This is an optimization exercise on Yosys and OpenROAD, whose aim is small area, not a production implementation. Function was checked by simulation only, so behaviour that the tests miss may differ from the original. Power figures rest on the tool's default switching activity, not on a simulated workload.

`flow/run.sh`:
```
#!/bin/bash
# synth_recipe.tcl (not shown) runs the flow's synth.tcl, then flattens the netlist and writes it again
# the make line also repeats each setting of config.mk as NAME=value (left out here)
make -C /OpenROAD-flow-scripts/flow DESIGN_CONFIG=/design/flow/config.mk WORK_HOME=/design/flow/orfs CLKGATE_MAP_FILE= SYNTH_SCRIPT=/design/flow/synth_recipe.tcl finish
```
`flow/config.mk`:
```
export PLATFORM = sky130hd
export DESIGN_NAME = cache
export DESIGN_NICKNAME = cache
export VERILOG_FILES = /design/flow/design.v
export SDC_FILE = /design/flow/constraint.sdc
export NUM_CORES = 4
export LEC_CHECK = 0
export CAP_MARGIN = 20
export CORE_MARGIN = 2
export CORE_UTILIZATION = 35
export CTS_CLUSTER_DIAMETER = 70
export CTS_CLUSTER_SIZE = 30
export PLACE_DENSITY = 0.45
export SETUP_SLACK_MARGIN = 0.3
export SLEW_MARGIN = 20
export SYNTH_HIERARCHICAL = 1
export SYNTH_MINIMUM_KEEP_SIZE = 0
```
`flow/constraint.sdc`:
```
create_clock -name core_clock -period 10.0 [get_ports {clk}]
set_input_delay 2.0000 -clock core_clock [delete_from_list [all_inputs] [get_ports {clk}]]
set_output_delay 2.0000 -clock core_clock [all_outputs]
set_load 0.01 [all_outputs]
```
`flow/design.v`:
```
`timescale 1ns / 1ps
module decoder(
    input  [3:0]  in,
    output [15:0] out
);
    assign out = 16'd1 << in;
endmodule
`timescale 1ns/1ps
module cache_set(
    input          clk,
    input  [3:0]   sel_a,      
    input  [3:0]   sel_b,      
    input  [3:0]   hold,
    input  [24:0]  bus_a_p,    
    input  [24:0]  bus_a_n,    
    input  [24:0]  bus_b_p,
    input  [24:0]  bus_b_n,
    output [199:0] words       
);
    reg [24:0] q [0:15];
    genvar x;
    generate
        for (x = 0; x < 16; x = x + 1) begin : pos
            if (x % 4 == 0) begin : wr
                wire [24:0] ba = (x % 8 == 0) ? bus_a_p : bus_a_n;
                wire [24:0] bb = (x % 8 == 0) ? bus_b_p : bus_b_n;
                wire        sa = sel_a[x/4];
                wire        sb = sel_b[x/4];
                wire        hd = hold[x/4];
                always @(posedge clk)
                    q[x] <= ~(({25{hd}} & q[(x + 15) % 16]) |
                              ({25{sa}} & ba) | ({25{sb}} & bb));
            end else begin : sh
                always @(posedge clk)
                    q[x] <= q[x - 1];
            end
            if (x % 2 == 0) begin : rd
                assign words[25*(x/2) +: 25] = q[x];
            end
        end
    endgenerate
endmodule
`timescale 1ns/1ps
module cache(
    input clk,
    input rst,               
    input [31:0] addr_in,    
    input state,             
    output wire hit
);
    wire [24:0] tag = addr_in[31:7];
    wire [3:0]  idx = addr_in[6:3];
    wire [15:0] sel;
    decoder enable_decode(.in(idx), .out(sel));
    reg  [3:0] rot;
    reg  [3:0] wp   [0:15];
    reg [15:0] full;
    reg        pa_v, pb_v, pnext;
    reg  [3:0] pa_set, pb_set, pa_slot, pb_slot;
    reg [24:0] pa_tag, pb_tag;
    reg        hit_lk;
    wire [3:0] pa_dst = pa_slot + rot + 4'd1;
    wire [3:0] pb_dst = pb_slot + rot + 4'd1;
    wire       pa_fl  = pa_v & (pa_dst[1:0] == 2'd0);
    wire       pb_fl  = pb_v & (pb_dst[1:0] == 2'd0);
    wire [24:0] pa_tag_n = ~pa_tag;
    wire [24:0] pb_tag_n = ~pb_tag;
    wire [199:0] words [0:15];
    genvar s, x;
    generate
        for (s = 0; s < 16; s = s + 1) begin : set
            wire [3:0] sa = {4{pa_fl & (pa_set == s)}} & (4'd1 << pa_dst[3:2]);
            wire [3:0] sb = {4{pb_fl & (pb_set == s)}} & (4'd1 << pb_dst[3:2]);
            cache_set ring(.clk(clk), .sel_a(sa), .sel_b(sb), .hold(~(sa | sb)),
                           .bus_a_p(pa_tag), .bus_a_n(pa_tag_n),
                           .bus_b_p(pb_tag), .bus_b_n(pb_tag_n),
                           .words(words[s]));
        end
    endgenerate
    reg  [3:0]  wp_s;
    reg         full_s;
    integer i;
    always @(*) begin
        wp_s = 4'd0;
        full_s = 1'b0;
        for (i = 0; i < 16; i = i + 1) begin
            wp_s = wp_s | ({4{sel[i]}} & wp[i]);
            full_s = full_s | (sel[i] & full[i]);
        end
    end
    wire [15:0] pa_ex = {16{pa_v & (pa_set == idx)}} & (16'd1 << pa_slot);
    wire [15:0] pb_ex = {16{pb_v & (pb_set == idx)}} & (16'd1 << pb_slot);
    reg  [15:0] vslot;
    always @(*)
        for (i = 0; i < 16; i = i + 1)
            vslot[i] = full_s | (i < wp_s);
    wire [15:0] vs = vslot & ~pa_ex & ~pb_ex;
    wire [31:0] vs2 = {vs, vs} << rot;
    wire [15:0] vpos = vs2[31:16];
    localparam GS = 2;
    wire [16/GS-1:0] gh;
    genvar g;
    generate
        for (g = 0; g < 16/GS; g = g + 1) begin : grp
            reg [199:0] rd;
            reg         gsel;
            integer k;
            always @(*) begin
                rd = 200'd0;
                gsel = 1'b0;
                for (k = 0; k < GS; k = k + 1) begin
                    rd = rd | ({200{sel[g*GS+k]}} & words[g*GS+k]);
                    gsel = gsel | sel[g*GS+k];
                end
            end
            wire [7:0] m;
            for (x = 0; x < 8; x = x + 1) begin : cmp
                assign m[x] = vpos[2*x] & (rd[25*x +: 25] == (tag ^ {25{~x[1]}}));
            end
            assign gh[g] = gsel & (|m);
        end
    endgenerate
    wire ma = pa_v & (pa_set == idx) & (pa_tag == tag);
    wire mb = pb_v & (pb_set == idx) & (pb_tag == tag);
    wire m_now = (|gh) | ma | mb;
    assign hit = hit_lk | m_now;
    wire ins = state & ~hit & ~rst;
    always @(posedge clk) begin
        hit_lk <= m_now;
        rot <= rst ? 4'd0 : rot + 4'd1;
    end
    generate
        for (s = 0; s < 16; s = s + 1) begin : ctl
            always @(posedge clk)
                if (rst) begin
                    wp[s] <= 4'd0;
                    full[s] <= 1'b0;
                end else if (ins && idx == s) begin
                    wp[s] <= wp[s] + 4'd1;
                    if (wp[s] == 4'd15) full[s] <= 1'b1;
                end
        end
    endgenerate
    always @(posedge clk) begin
        if (rst) begin
            pa_v <= 1'b0;
            pb_v <= 1'b0;
            pnext <= 1'b0;
        end else begin
            if (ins && !pnext) pa_v <= 1'b1;
            else if (pa_fl)    pa_v <= 1'b0;
            if (ins && pnext)  pb_v <= 1'b1;
            else if (pb_fl)    pb_v <= 1'b0;
            if (ins) pnext <= ~pnext;
        end
        if (ins && !pnext) begin
            pa_set <= idx;
            pa_slot <= wp_s;
            pa_tag <= tag;
        end
        if (ins && pnext) begin
            pb_set <= idx;
            pb_slot <= wp_s;
            pb_tag <= tag;
        end
    end
endmodule
```
==> notes.md <==
==> critical path: cells and delay by family <==
kind	cells	cell delay [ns]
AOI/OAI and AO/OA	2	0.36
buffers and inverters	7	1.99
xor gates and xnor gates	1	0.49
and+or+nand+nor	9	2.18
==> synthesized netlist by cell type (57+ instances only) <==
master       n  area, um^2
nand3_1    160       800.8
buf_1      246       923.4
nand2_1     89       334.1
buf_6      261        2939
xor2_1     694        6078
nor4_1     207        1295
buf_2      347        1737
inv_1       73       274.0
nor3_1     117       585.6
nor2_1     286        1074
a21oi_1     57       285.3
a22oi_1   1628       12220
clkbuf_1   322        1209
nand4_1    213        1333
edfxtp_1    66        1982
a222oi_1  1601       16030
dfxtp_1   6488      129900
xnor2_1    977        8557
==> per-stage QoR <==
| stage | hold WS [ns] | area [um^2] |
|---|---|---|
| global placement | 0.3095 | 201500 |
| finish | 0.2941 | 216100 |
| global route | 0.3010 | 216000 |
| detailed placement | 0.3121 | 201600 |
| floorplan | 0.3096 | 190700 |
| CTS | 0.2904 | 215900 |
==> state kept, by name, indices dropped and copies added, names as in the netlist, 4 cells and up <==
name / cells
pb_tag: 25
pa_slot: 4
pb_slot: 4
wp: 64
set.ring.q: 6400
full: 16
pa_set: 4
pb_set: 4
pa_tag: 25
rot: 4
==> metal layers <==
metal / vias to the layer above / part of all wire (%)
met4: 18 / 4.5
met2: 6540 / 43
met3: 1051 / 8.3
met5: - / 0.014
li1: 53941 / -
met1: 67302 / 44
==> modules after synthesis (local to each module, per instance) <==
module	cells	flip-flops and latches	area, um^2
cache_set	536	400	9288
cache	5617	154	41820
decoder	20	0	276.5
==> repair_timing <==
item	in CTS	in global routing
resized for setup	22	11
cloned	0	0
endpoints found under the hold margin	0	0
hold buffers	0	0
endpoints found under the setup margin	1	1
buffers inserted	1	4
pin swaps	6	4
==> where the power goes <==
group          switching, mW  internal [mW]  total [mW]
clock                   10.7           8.20        18.9
sequential             0.316           26.8        27.1
combinational           1.77          0.694        2.46
total                   12.8           35.7        48.5
==> kinds of logic (layout without fill, tap and decap cells) <==
group | count (synthesis) | in the layout | share of synthesized area, %
flops | 6554 | 6554 | 69.15
simple gates | 1207 | 1207 | 3.430
other cells | 0 | 33 | 0
fa+ha+maj | 23 | 23 | 0.1509
mux | 15 | 15 | 0.07873
buf+inv | 1256 | 1671 | 3.727
xor+xnor | 1671 | 1671 | 7.675
compound gates | 3487 | 3487 | 15.79
==> final cells by class <==
| cell class | instances | area [um^2] | share of cell area, % |
|---|---|---|---|
| antenna | 33 | 82.58 | 0.03821 |
| inverter | 80 | 395.4 | 0.1829 |
| multi-input combinational | 6403 | 52850 | 24.46 |
| tap | 7234 | 9051 | 4.188 |
| timing repair buffer | 895 | 7636 | 3.533 |
| clock inverter | 289 | 4407 | 2.039 |
| clock buffer | 407 | 9828 | 4.548 |
| sequential | 6554 | 131900 | 61.02 |
==> final timing paths <==
check / start / to / slack [ns] / cells past startpoint
min: set[2].ring.q[9][12] / set[2].ring.q[10][12] / 0.29 / 0
min reg2reg: set[2].ring.q[9][12] / set[2].ring.q[10][12] / 0.29 / 0
max: addr_in[5] / hit / 0.67 / 19
max reg2reg: wp[3][0] / pa_tag[20] / 3.73 / 23
==> key figures <==
Status
  • Status: complete, no violations

Yosys
  • Cells after synthesis: ~14k
  • Mapped Nets: about 14k
  • Top_reg_cell synth: dfxtp_1
  • Post-Syn Area: around 190000 um^2
  • Synth unique cells: between 80 and 90
  • Yosys Warn Count: 11
  • Ys async rst share: 0%
  • EDFF count, synth: between 60 and 70
  • #FFs+latches synth: around 6.6k
  • Sequential area share after synthesis: between 60% and 70%
  • Avg Inst Size Synth: about 13 um^2

Floorplanning
  • Chip width: around 740 um
  • Starting density of the core: a little over a third
  • Row Count: around 270
  • Core footprint: 543900 um^2
  • DIE HEIGHT: 742.1 um
  • # IOs: 36
  • Die area: approximately 550000 um^2

STA
  • Sum of negative setup slack: 0 ns
  • Final worst slack: about 0.67 ns
  • Max Clk Rate: about 0.11 GHz
  • Slew Viols, Final: 0
  • Worst-Margin Slew: around 1.2 ns
  • Post-route clock period utilization: 93.27%
  • Max-slew headroom: roughly 17%
  • Final hold viol count: 0
  • RSZ-0062 raised after global routing: no
  • Clock skew after layout: 0.09292 ns
  • Minimum clock period: a little over 9 ns
  • Setup Viol. Count Final: 0

Route
  • Iteration-0 DRC Markers: approximately 23k
  • Routed len/inst: 38.39 um
  • Remaining DRCs: 0
  • DRT Pass-1 Iters: 11
  • ANT nets after route: 0
  • Vias per inst: slightly below 6
  • Via count: 128.9k
  • Drt total wl: 840500 um

Global routing
  • Number of global-route vias before repair: between 100k and 150k
  • First-pass GRT wire length: about 1100000 um
  • GR Util met3: under 10%
  • Grt total ovfl: 0
  • Gr busiest metal: met2
  • Largest net degree at the start of global routing: between 100 and 150
  • Met1 GRT Util: around two fifths
  • GR Util met2: between 40% and 50%
  • Total global-route track usage: between 20% and 30%
  • Initial antenna violation count: 50

Setup path
  • Startpoint Class: primary input
  • Data required time of the worst path: around 8.0 ns
  • Crit Path Class: in -> out
  • Worst Path Arrival: between 7 and 8 ns
  • Cell Chain, Critical Path: buf_4 > buf_4 > nor4b_4 > buf_12 > buf_4 > a22oi_1 > xnor2_1 > nand4_1 > nor3_1 > buf_4 > nand4_1 > nor3_1 > nor4_1 > a31oi_1 > or2_2 > nor3_4 > buf_12 > nand2b_1 > dlymetal6s2s_1
  • Crit-path slowest cell: buf_12
  • Cell with the most instances on the worst path: buf_4
  • Max incr delay on CP: between 0.6 and 0.7 ns
  • Crit end category: output pin
  • Worst-path fanout max: 148

Power
  • Total power: just under 50 mW
  • Leak: ~77 nW
  • Pwr dens: 224.4 nW/um^2
  • Maximum vdd drop: 0.1652 mV

Clocking
  • Clock Pin Slew Worst Setup and Hold Paths: ~0.1 ns
  • Clock latency on the worst-skew pair: 1.07 ns
  • Clock buffer depth: 4
  • H-tree levels: 5
  • Sink Count: between 6k and 7k
  • CTS tree: yes
  • TritonCTS Buffers: roughly 380
  • CTS root buf: clkbuf_16

Placed design
  • Placed Cells: approximately 21k
  • Port Buffers: 32
  • Dpl hpwl: 540300 um
  • Setup WS pre-CTS: -0.7115 ns
  • Final RePlAce weighted congestion: between 0.9 and 1

Finish
  • P&R area growth vs syn: 13.33%
  • Most frequent cells in the layout: dfxtp_1, a22oi_1, a222oi_1, xnor2_1, buf_4
  • Final instance count without filler cells: 21.90k
  • Final net count: around 14k
  • Share of layout cells above drive strength 1: 13.04%
  • Most common cell after layout, fill and taps aside: dfxtp_1
  • Fin util: between 30 and 40%
  • Fillers: 51.86k

Min path
  • Hold Path Class: reg -> reg

Job
  • # Max-Cap Violations: 0

## afterwards: timing with drivers on the ports
The flow's constraints put no driver on any port. The routed layout listed below was extracted and timed again, unchanged, in two steps. Step 1 assumes that a clkbuf_16 drives the clock port and a buf_2 every other input. Step 2 adds t to the input delays and takes it off the output delays; t is the mean of the earliest and latest rising clock arrival at the registers after step 1. Input paths then give back, and output paths get back, about the clock's delay inside the block. Slacks: no drivers / after step 1 / after step 2; pairs: no drivers / after step 1.
shift t [ns]: 1.151
slack for setup (ns): 0.673 / 0.649 / 0.649
clock arrival spread, ns: 0.100 / 0.100
After both steps this run still meets setup and hold. For this run, drivers alone change the setup slack by -0.024 ns; drivers and shift together by -0.024 ns.
